This design comes from an exercise in tuning for small area and a short achievable clock period on the open sky130 flow, not from production work.
The RTL was checked by simulation tests, not by an equivalence proof against the original design.

==> module CPU, before the edit <==
module CPU(
  input clk,
  input reset,
  input [18:0] instruction,
  output reg [18:0] r3,
  output [14:0] Pc
);
  localparam T1 = 8;
  localparam T2 = 14;
  localparam RW = 10;
  reg [14:0] Pc_register;
  reg [14:0] Link_register;
  assign Pc = Pc_register;
  wire [14:0] Pc_next = Pc_register + 15'd1;
  reg [4:0] If_Id_Opcode;
  reg [7:0] If_Id_rs1, If_Id_rs2;
  reg [2:0] If_Id_rd;
  reg [14:0] If_Id_Pc1;
  always @(posedge clk) begin
    If_Id_Opcode <= instruction[18:14];
    If_Id_rs1 <= 8'b1 << instruction[14:12];
    If_Id_rs2 <= 8'b1 << instruction[11:9];
    If_Id_rd <= instruction[8:6];
    If_Id_Pc1 <= Pc_next;
  end
  wire [4:0] id_op = If_Id_Opcode;
  reg [2:0] Memory_Wb_rd;
  reg Memory_Wb_write;
  wire [18:0] A, B;
  RegisterFile register_file(
    .clk(clk),
    .reset(reset),
    .r1(If_Id_rs1),
    .r2(If_Id_rs2),
    .r3(Memory_Wb_rd),
    .write_data(r3),
    .register_write(Memory_Wb_write),
    .read_data1(A),
    .read_data2(B)
  );
  wire id_register_write, id_div, id_load, id_store, id_sel_res, id_branch, id_jump, id_call, id_ret;
  ControlUnit control(
    .Opcode(id_op),
    .register_write(id_register_write),
    .is_div(id_div),
    .is_load(id_load),
    .is_store(id_store),
    .sel_res(id_sel_res),
    .branch(id_branch),
    .jump(id_jump),
    .call(id_call),
    .ret(id_ret)
  );
  wire [18:0] id_P, id_AQ;
  DivSteps #(.FIRST(0), .LAST(T1), .RW(RW)) div1(.P(19'b0), .AQ(A), .B(B), .Po(id_P), .AQo(id_AQ));
  reg [18:0] Id_Ex_B, Id_Ex_P, Id_Ex_AQ;
  reg [18:19-T1] Id_Ex_A_high;    
  reg [4:0] Id_Ex_Opcode;
  reg [2:0] Id_Ex_rd;
  reg Id_Ex_register_write, Id_Ex_div, Id_Ex_load, Id_Ex_store, Id_Ex_sel_res;
  reg Id_Ex_take, Id_Ex_call, Id_Ex_ret;
  always @(posedge clk) begin
    Id_Ex_A_high <= A[18:19-T1];
    Id_Ex_Opcode <= id_op;
    Id_Ex_B <= B;
    Id_Ex_P <= id_P;
    Id_Ex_AQ <= id_AQ;
    Id_Ex_rd <= If_Id_rd;
    Id_Ex_register_write <= id_register_write;
    Id_Ex_div <= id_div;
    Id_Ex_load <= id_load;
    Id_Ex_store <= id_store;
    Id_Ex_sel_res <= id_sel_res;
    Id_Ex_take <= id_jump | (id_branch && A == B);
    Id_Ex_call <= id_call;
    Id_Ex_ret <= id_ret;
  end
  wire [18:0] Id_Ex_A = {Id_Ex_A_high, Id_Ex_AQ[18:T1]};
  always @(posedge clk or posedge reset)
    if (reset)
      Pc_register <= 15'b0;
    else if (Id_Ex_ret)
      Pc_register <= Link_register;
    else if (Id_Ex_take)
      Pc_register <= Id_Ex_A[14:0];
    else
      Pc_register <= Pc_next;
  reg reset_seen;    
  always @(posedge clk or posedge reset)
    if (reset)
      reset_seen <= 1'b1;
    else
      reset_seen <= 1'b0;
  always @(posedge clk or posedge reset)
    if (reset)
      Link_register <= 15'b0;
    else if (id_call)
      Link_register <= If_Id_Pc1;
    else if (reset_seen && Id_Ex_call)
      Link_register <= 15'd1;
  wire [18:0] ex_res;
  ArithmeticLU alu(.r1(Id_Ex_A), .r2(Id_Ex_B), .Opcode(Id_Ex_Opcode), .r3(ex_res));
  wire [18:0] ex_P, ex_AQ;
  DivSteps #(.FIRST(T1), .LAST(T2), .RW(RW)) div2(.P(Id_Ex_P), .AQ(Id_Ex_AQ), .B(Id_Ex_B), .Po(ex_P), .AQo(ex_AQ));
  reg [18:0] Ex_Memory_res, Ex_Memory_B, Ex_Memory_P, Ex_Memory_AQ;
  reg [2:0] Ex_Memory_rd;
  reg Ex_Memory_register_write, Ex_Memory_div, Ex_Memory_load, Ex_Memory_store, Ex_Memory_sel_res;
  always @(posedge clk) begin
    Ex_Memory_res <= ex_res;
    Ex_Memory_B <= Id_Ex_B;
    Ex_Memory_P <= ex_P;
    Ex_Memory_AQ <= ex_AQ;
    Ex_Memory_rd <= Id_Ex_rd;
    Ex_Memory_register_write <= Id_Ex_register_write;
    Ex_Memory_div <= Id_Ex_div;
    Ex_Memory_load <= Id_Ex_load;
    Ex_Memory_store <= Id_Ex_store;
    Ex_Memory_sel_res <= Id_Ex_sel_res;
  end
  wire [18:0] memory_data;
  MemoryInterface memory_interface(
    .clk(clk),
    .reset(reset),
    .address(Ex_Memory_res[3:0]),
    .write_data(Ex_Memory_B),
    .memory_write(Ex_Memory_store),
    .read_data(memory_data)
  );
  wire [18:0] mem_P, quotient;
  DivSteps #(.FIRST(T2), .LAST(19), .RW(RW)) div3(.P(Ex_Memory_P), .AQ(Ex_Memory_AQ), .B(Ex_Memory_B), .Po(mem_P), .AQo(quotient));
  wire sel_div = Ex_Memory_div && Ex_Memory_B != 19'b0;    
  always @(posedge clk) begin
    r3 <= ({19{sel_div}} & quotient) |
          ({19{Ex_Memory_load}} & memory_data) |
          ({19{Ex_Memory_sel_res}} & Ex_Memory_res);
    Memory_Wb_rd <= Ex_Memory_rd;
    Memory_Wb_write <= Ex_Memory_register_write;
  end
endmodule
export LEC_CHECK = 0
export ABC_AREA = 1
export CAP_MARGIN = 20
export CORE_MARGIN = 2
export CORE_UTILIZATION = 65
export CTS_BUF_LIST = sky130_fd_sc_hd__clkbuf_4 sky130_fd_sc_hd__clkbuf_8
export CTS_CLUSTER_DIAMETER = 80
export CTS_CLUSTER_SIZE = 12
export PLACE_DENSITY = 0.8
export SLEW_MARGIN = 20
export TNS_END_PERCENT = 10
create_clock -name core_clock -period 36.0 [get_ports {clk}]
standard.sh (not shown) runs the stock make flow with config.mk's settings and CLKGATE_MAP_FILE= SYNTH_SCRIPT=/design/flow/synth_recipe.tcl, a recipe that flattens the netlist after the stock synthesis.
==> flow/flow/run.sh <==
#!/bin/bash
# Standard ORFS layout (the standard.sh, standard synthesis unchanged), with
# two changes to how the layout is made:
#  - port buffers are buf_2 cells instead of the resizer's default delay cells;
#  - timing repair aims for the slack the design can reach at its real speed
#    (a setup margin), so it upsizes the slowest paths.
# The clock period, I/O delays and loads are the design's (constraint.sdc).
set -euo pipefail
export BUFFER_PORTS_ARGS="-buffer_cell sky130_fd_sc_hd__buf_2"
export SETUP_SLACK_MARGIN=27.5
bash standard.sh > standard.log 2>&1
==> next run, changes <==
--- a/flow/design.v
+++ b/flow/design.v
@@ -560,14 +560,13 @@
   ArithmeticLU alu(.r1(Id_Ex_A), .r2(Id_Ex_B), .Opcode(Id_Ex_Opcode), .r3(ex_res));
   wire [18:0] ex_P, ex_AQ;
   DivSteps #(.FIRST(T1), .LAST(T2), .RW(RW)) div2(.P(Id_Ex_P), .AQ(Id_Ex_AQ), .B(Id_Ex_B), .Po(ex_P), .AQo(ex_AQ));
-  reg [18:0] Ex_Memory_res, Ex_Memory_B, Ex_Memory_P, Ex_Memory_AQ;
+  reg [18:0] Ex_Memory_B, Ex_Memory_P, Ex_Memory_AQ;
   reg [2:0] Ex_Memory_rd;
   reg Ex_Memory_register_write, Ex_Memory_div, Ex_Memory_load, Ex_Memory_store, Ex_Memory_sel_res;
   always @(posedge clk) begin
-    Ex_Memory_res <= ex_res;
     Ex_Memory_B <= Id_Ex_B;
     Ex_Memory_P <= ex_P;
-    Ex_Memory_AQ <= ex_AQ;
+    Ex_Memory_AQ <= Id_Ex_div ? ex_AQ : ex_res;
     Ex_Memory_rd <= Id_Ex_rd;
     Ex_Memory_register_write <= Id_Ex_register_write;
     Ex_Memory_div <= Id_Ex_div;
@@ -575,6 +574,7 @@
     Ex_Memory_store <= Id_Ex_store;
     Ex_Memory_sel_res <= Id_Ex_sel_res;
   end
+  wire [18:0] Ex_Memory_res = Ex_Memory_AQ;
   wire [18:0] memory_data;
   MemoryInterface memory_interface(
     .clk(clk),
Die area is lower by about 0.8%.
Fmax stays flat.
Non-clock buffer count came out lower by 17.
Wire length stays flat.
Worst setup slack got worse by 0.0031 ns.
Utilization rose by 0.40 points.

========
Setup of v6:
Starting RTL as in the previous note.
## CPU
module CPU(
  input clk,
  input reset,
  input [18:0] instruction,
  output reg [18:0] r3,
  output [14:0] Pc
);
export LEC_CHECK = 0
export ABC_AREA = 1
export CAP_MARGIN = 20
export CORE_MARGIN = 2
export CORE_UTILIZATION = 55
export CTS_BUF_LIST = sky130_fd_sc_hd__clkbuf_4 sky130_fd_sc_hd__clkbuf_8
export PLACE_DENSITY = 0.7
export SLEW_MARGIN = 20
export TNS_END_PERCENT = 10
create_clock -name core_clock -period 36.0 [get_ports {clk}]
Scripts as last shown in full above: flow/flow/run.sh
Edits applied to the flow inputs when going from v6 to v7:
--- a/flow/design.v
+++ b/flow/design.v
@@ -465,7 +465,7 @@
 );
   localparam T1 = 8;
   localparam T2 = 14;
-  localparam RW = 10;
+  localparam RW = 11;
   reg [14:0] Pc_register;
   reg [14:0] Link_register;
   assign Pc = Pc_register;
Notes after the runs:
- Xor/xnor share of the synthesized area ends up lower on v6.
- v7 vs v6 — count of clock-net buffers in the final layout dropped slightly
- Relative to v6, the sequential cell area share of v7 is lower by 0.21 points.
- Going from v6 to v7, worst reg-to-reg path cell count increased by 9.8% relative to the old numbers, clock skew decreased by 0.014 ns relative to the old numbers.

static timing again, ports no longer ideal:
How much do the figures lean on ideal ports? The routed layouts below were timed once more, with nothing changed but the port constraints.
Step 1 (the two cells are an assumption about what drives the block):
set clk [get_ports {clk}]
set_driving_cell -lib_cell sky130_fd_sc_hd__clkbuf_16 $clk
set_driving_cell -lib_cell sky130_fd_sc_hd__buf_2 [delete_from_list [all_inputs] $clk]
Step 2 times the ports against the registers' clock, not the clock port: input delays grow and output delays shrink by t, the midpoint of the rising clock arrivals with the driver on.
Three values: no drivers, after step 1, after step 2; two values: the first two.
run	t, ns	setup WS [ns]	worst setup path after step 2	worst data-port slew with drivers (ns)
the first run of note 1	0.744	27.423 / 27.359 / 27.898	input, reset recovery	0.03
the second run of note 1	0.746	27.420 / 27.356 / 27.963	register to register	0.03
v6	0.796	27.452 / 27.387 / 27.866	input, reset recovery	0.03
v7	0.787	27.486 / 27.418 / 27.833	register to register	0.03
After both steps every run listed still meets setup and hold. Setup slack includes reset recovery checks.
